From an optimization exercise on the open Yosys and OpenROAD flow, aimed at a short achievable clock period and few clock cycles; shortcuts taken in it are not production practice.
The RTL was checked by simulation tests, not by an equivalence proof against the original design.
Power figures rest on the tool's default switching activity, not on a simulated workload.

== run A ==
==> flow/design.v (excerpt) <==
module fp_add (
  input  logic        clk,
  input  logic        rst,
  input  logic        in_vld,
  input  logic [31:0] a,
  input  logic [31:0] b,
  output logic        sum_vld,
  output logic [31:0] sum
);
  localparam int K = 2;
  logic        close, eff_sub, f_s, c_zero, c_s;
  logic [23:0] ap, ag, a0, sp, sg, s0, c_u;
  logic [7:0]  f_e, f_ep, f_em, c_e;
  logic [4:0]  c_lz;
  fp_add_s1 #(.K(K)) s1 (
    .a(a), .b(b), .close(close), .eff_sub(eff_sub),
    .ap(ap), .ag(ag), .a0(a0), .sp(sp), .sg(sg), .s0(s0),
    .f_s(f_s), .f_e(f_e), .f_ep(f_ep), .f_em(f_em),
    .c_zero(c_zero), .c_s(c_s), .c_u(c_u), .c_lz(c_lz), .c_e(c_e)
  );
  logic        vld_q, close_q, eff_sub_q, f_s_q, c_s_q, c_zero_q;
  logic [23:0] ap_q, ag_q, a0_q, sp_q, sg_q, s0_q, c_u_q;
  logic [7:0]  f_e_q, f_ep_q, f_em_q, c_e_q;
  logic [4:0]  c_lz_q;
  always_ff @(posedge clk) begin
    vld_q     <= in_vld & ~rst;
    close_q   <= close;
    eff_sub_q <= eff_sub;
    ap_q      <= ap;
    ag_q      <= ag;
    a0_q      <= a0;
    sp_q      <= sp;
    sg_q      <= sg;
    s0_q      <= s0;
    f_s_q     <= f_s;
    f_e_q     <= f_e;
    f_ep_q    <= f_ep;
    f_em_q    <= f_em;
    c_zero_q  <= c_zero;
    c_s_q     <= c_s;
    c_u_q     <= c_u;
    c_lz_q    <= c_lz;
    c_e_q     <= c_e;
  end
  assign sum_vld = vld_q;
  fp_add_s2 #(.K(K)) s2 (
    .close(close_q), .eff_sub(eff_sub_q),
    .ap(ap_q), .ag(ag_q), .a0(a0_q), .sp(sp_q), .sg(sg_q), .s0(s0_q),
    .f_s(f_s_q), .f_e(f_e_q), .f_ep(f_ep_q), .f_em(f_em_q),
    .c_zero(c_zero_q), .c_s(c_s_q), .c_u(c_u_q), .c_lz(c_lz_q), .c_e(c_e_q),
    .sum(sum)
  );
endmodule
Size: about 2500 cells after synthesis, about 200 flip-flops, about 100 I/O pins, roughly 20000 sq um of cells after synthesis.
==> flow/config.mk <==
export PLATFORM = sky130hd
export DESIGN_NAME = fp_add
export DESIGN_NICKNAME = fp_add
export VERILOG_FILES = /design/flow/design.v
export SDC_FILE = /design/flow/constraint.sdc
export NUM_CORES = 4
export LEC_CHECK = 0
export CAP_MARGIN = 20
export CORE_MARGIN = 2
export CORE_UTILIZATION = 40
export PLACE_DENSITY = 0.6
export SETUP_SLACK_MARGIN = 5
export SLEW_MARGIN = 20
==> flow/constraint.sdc <==
create_clock -name core_clock -period 10.0 [get_ports {clk}]
set_input_delay 2.0000 -clock core_clock [delete_from_list [all_inputs] [get_ports {clk}]]
set_output_delay 2.0000 -clock core_clock [all_outputs]
set_load 0.01 [all_outputs]
run.sh (not shown) runs the stock make flow with config.mk's settings and CLKGATE_MAP_FILE= SYNTH_SCRIPT=/design/flow/synth_recipe.tcl, a recipe that flattens the netlist after the stock synthesis.
Testbench counts of run A, summed over its fixed seeds: cycles 80,000.
diff inputs: run A => run B
# run A
export LEC_CHECK = 0
export CAP_MARGIN = 20
export CORE_MARGIN = 2
export CORE_UTILIZATION = 40
export PLACE_DENSITY = 0.6
export SETUP_SLACK_MARGIN = 5
export SLEW_MARGIN = 20
create_clock -name core_clock -period 10.0 [get_ports {clk}]
# run B
export LEC_CHECK = 0
export CAP_MARGIN = 20
export CORE_MARGIN = 2
export CORE_UTILIZATION = 40
export PLACE_DENSITY = 0.6
export SETUP_SLACK_MARGIN = 5
export SLEW_MARGIN = 20
export SYNTH_HIERARCHICAL = 1
create_clock -name core_clock -period 10.0 [get_ports {clk}]
==> flow/flow/run.sh (new file) <==
#!/bin/bash
# Standard layout with two changes: the port buffers are a plain buffer cell
# (sky130_fd_sc_hd__buf_4) instead of the delay cell buffer_ports picks by
# default, and synthesis leaves adders to abc as plain gates instead of
# mapping them to the library's half- and full-adder cells. The make output
# is kept in flow.log.
set -euo pipefail
export BUFFER_PORTS_ARGS="-buffer_cell sky130_fd_sc_hd__buf_4"
export ADDER_MAP_FILE=
bash standard.sh > flow.log 2>&1
==> flow/standard.sh (new file) <==
#!/bin/bash
# synth_recipe.tcl (not shown) runs the flow's synth.tcl, then flattens the netlist and writes it again
# the make line also repeats each setting of config.mk as NAME=value (left out here)
make -C /OpenROAD-flow-scripts/flow DESIGN_CONFIG=/design/flow/config.mk WORK_HOME=/design/flow/orfs CLKGATE_MAP_FILE= SYNTH_SCRIPT=/design/flow/synth_recipe.tcl "${@:-finish}"
removed: flow/run.sh
==> results.txt <==
Per the final summary, run B finished and its layout is clean on timing, DRC and antenna. Compared to run A, run B leaves more free space in the core. Compared with run A, run B shows a cell area after layout that is about 4.7% higher. Reported for run B and run A, number of hold violations in the final report turned out identical to the last digit. Setup slack of the critical path after layout for run B is higher than for run A. The lower layout clock buffer count of run B and run A is in run A. Relative to run A, vias after detailed routing increased by about 10% in run B.
Relative to run B, the following input files were edited for run C:
==> flow/flow/run.sh <==
#!/bin/bash
# Standard layout, with the port buffers made from a plain buffer cell
# (sky130_fd_sc_hd__buf_4) instead of the delay cell buffer_ports picks by
# default. The make output is kept in flow.log.
set -euo pipefail
export BUFFER_PORTS_ARGS="-buffer_cell sky130_fd_sc_hd__buf_4"
bash standard.sh > flow.log 2>&1
- Looking at the reports, run C completed the entire flow and the layout it produced met the timing, design-rule and antenna checks.
- The synthesized cell count of run C falls short of that of run B by 97.
- Compare run B and run C | post-route clock period utilization lower: run C
- Power (lower): run B
- The peak supply drop of run C is higher than that of run B.
- Compared with run B, run C shows final-layout non-clock buffer area share lower by 2.1 points.
- | sequential cell count | run B vs run C | ≈ equal |
What run D does differently from run C at the input level:
==> flow/run.sh (new file) <==
#!/bin/bash
# synth_recipe.tcl (not shown) runs the flow's synth.tcl, then flattens the netlist and writes it again
# the make line also repeats each setting of config.mk as NAME=value (left out here)
make -C /OpenROAD-flow-scripts/flow DESIGN_CONFIG=/design/flow/config.mk WORK_HOME=/design/flow/orfs CLKGATE_MAP_FILE= SYNTH_SCRIPT=/design/flow/synth_recipe.tcl finish
removed: flow/flow/run.sh
removed: flow/standard.sh
Findings:
In the flow results for run D and run C, the arrival time at the worst endpoint is smaller on run C. Min buffers plus inverters on the worst setup path across run D and run C: run C. When the final numbers for run D and run C were put side by side, the sequential share of layout area turned out to be smaller in run D. On met2 track utilization from global routing: between run D and run C, it ends up higher for run D. Against run C, maximum VDD drop in run D came out better. Run C → run D: slew at the pin with the worst max-slew slack rose 110 ps, number of vias after detailed routing rose by 803, hold slack went up by 170 ps, power share of the combinational group rose 1.2 points. Cell area (higher): run D.

## re-timing with driven ports
Ports are ideal in the flow. The routed layouts listed here were re-timed in OpenROAD.
Step 1: set_driving_cell puts a clkbuf_16 on clk and a buf_2 on each other input, an assumption about the parent block.
Step 2, shift: input delay + t, output delay - t, t = (earliest + latest rising clock arrival at the registers) / 2. This alone moves slack from input paths to output paths.
a / b / c = ideal ports / drivers / drivers and shift; a / b = the first two.
run | t (ns) | setup slack, ns | worst setup path at the end | clock arrival spread, ns
run A | 0.495 | 4.537 / 4.485 / 4.440 | input to register | 0.014 / 0.015
run B | 0.598 | 4.696 / 4.642 / 4.271 | input to register | 0.014 / 0.014
run C | 0.572 | 4.886 / 4.836 / 4.510 | input to register | 0.017 / 0.018
run D | 0.589 | 4.759 / 4.705 / 4.360 | input to register | 0.026 / 0.026
After both steps every run listed still meets setup and hold. For run B, which loses most, drivers alone change the setup slack by -0.054 ns; drivers and shift together by -0.425 ns.
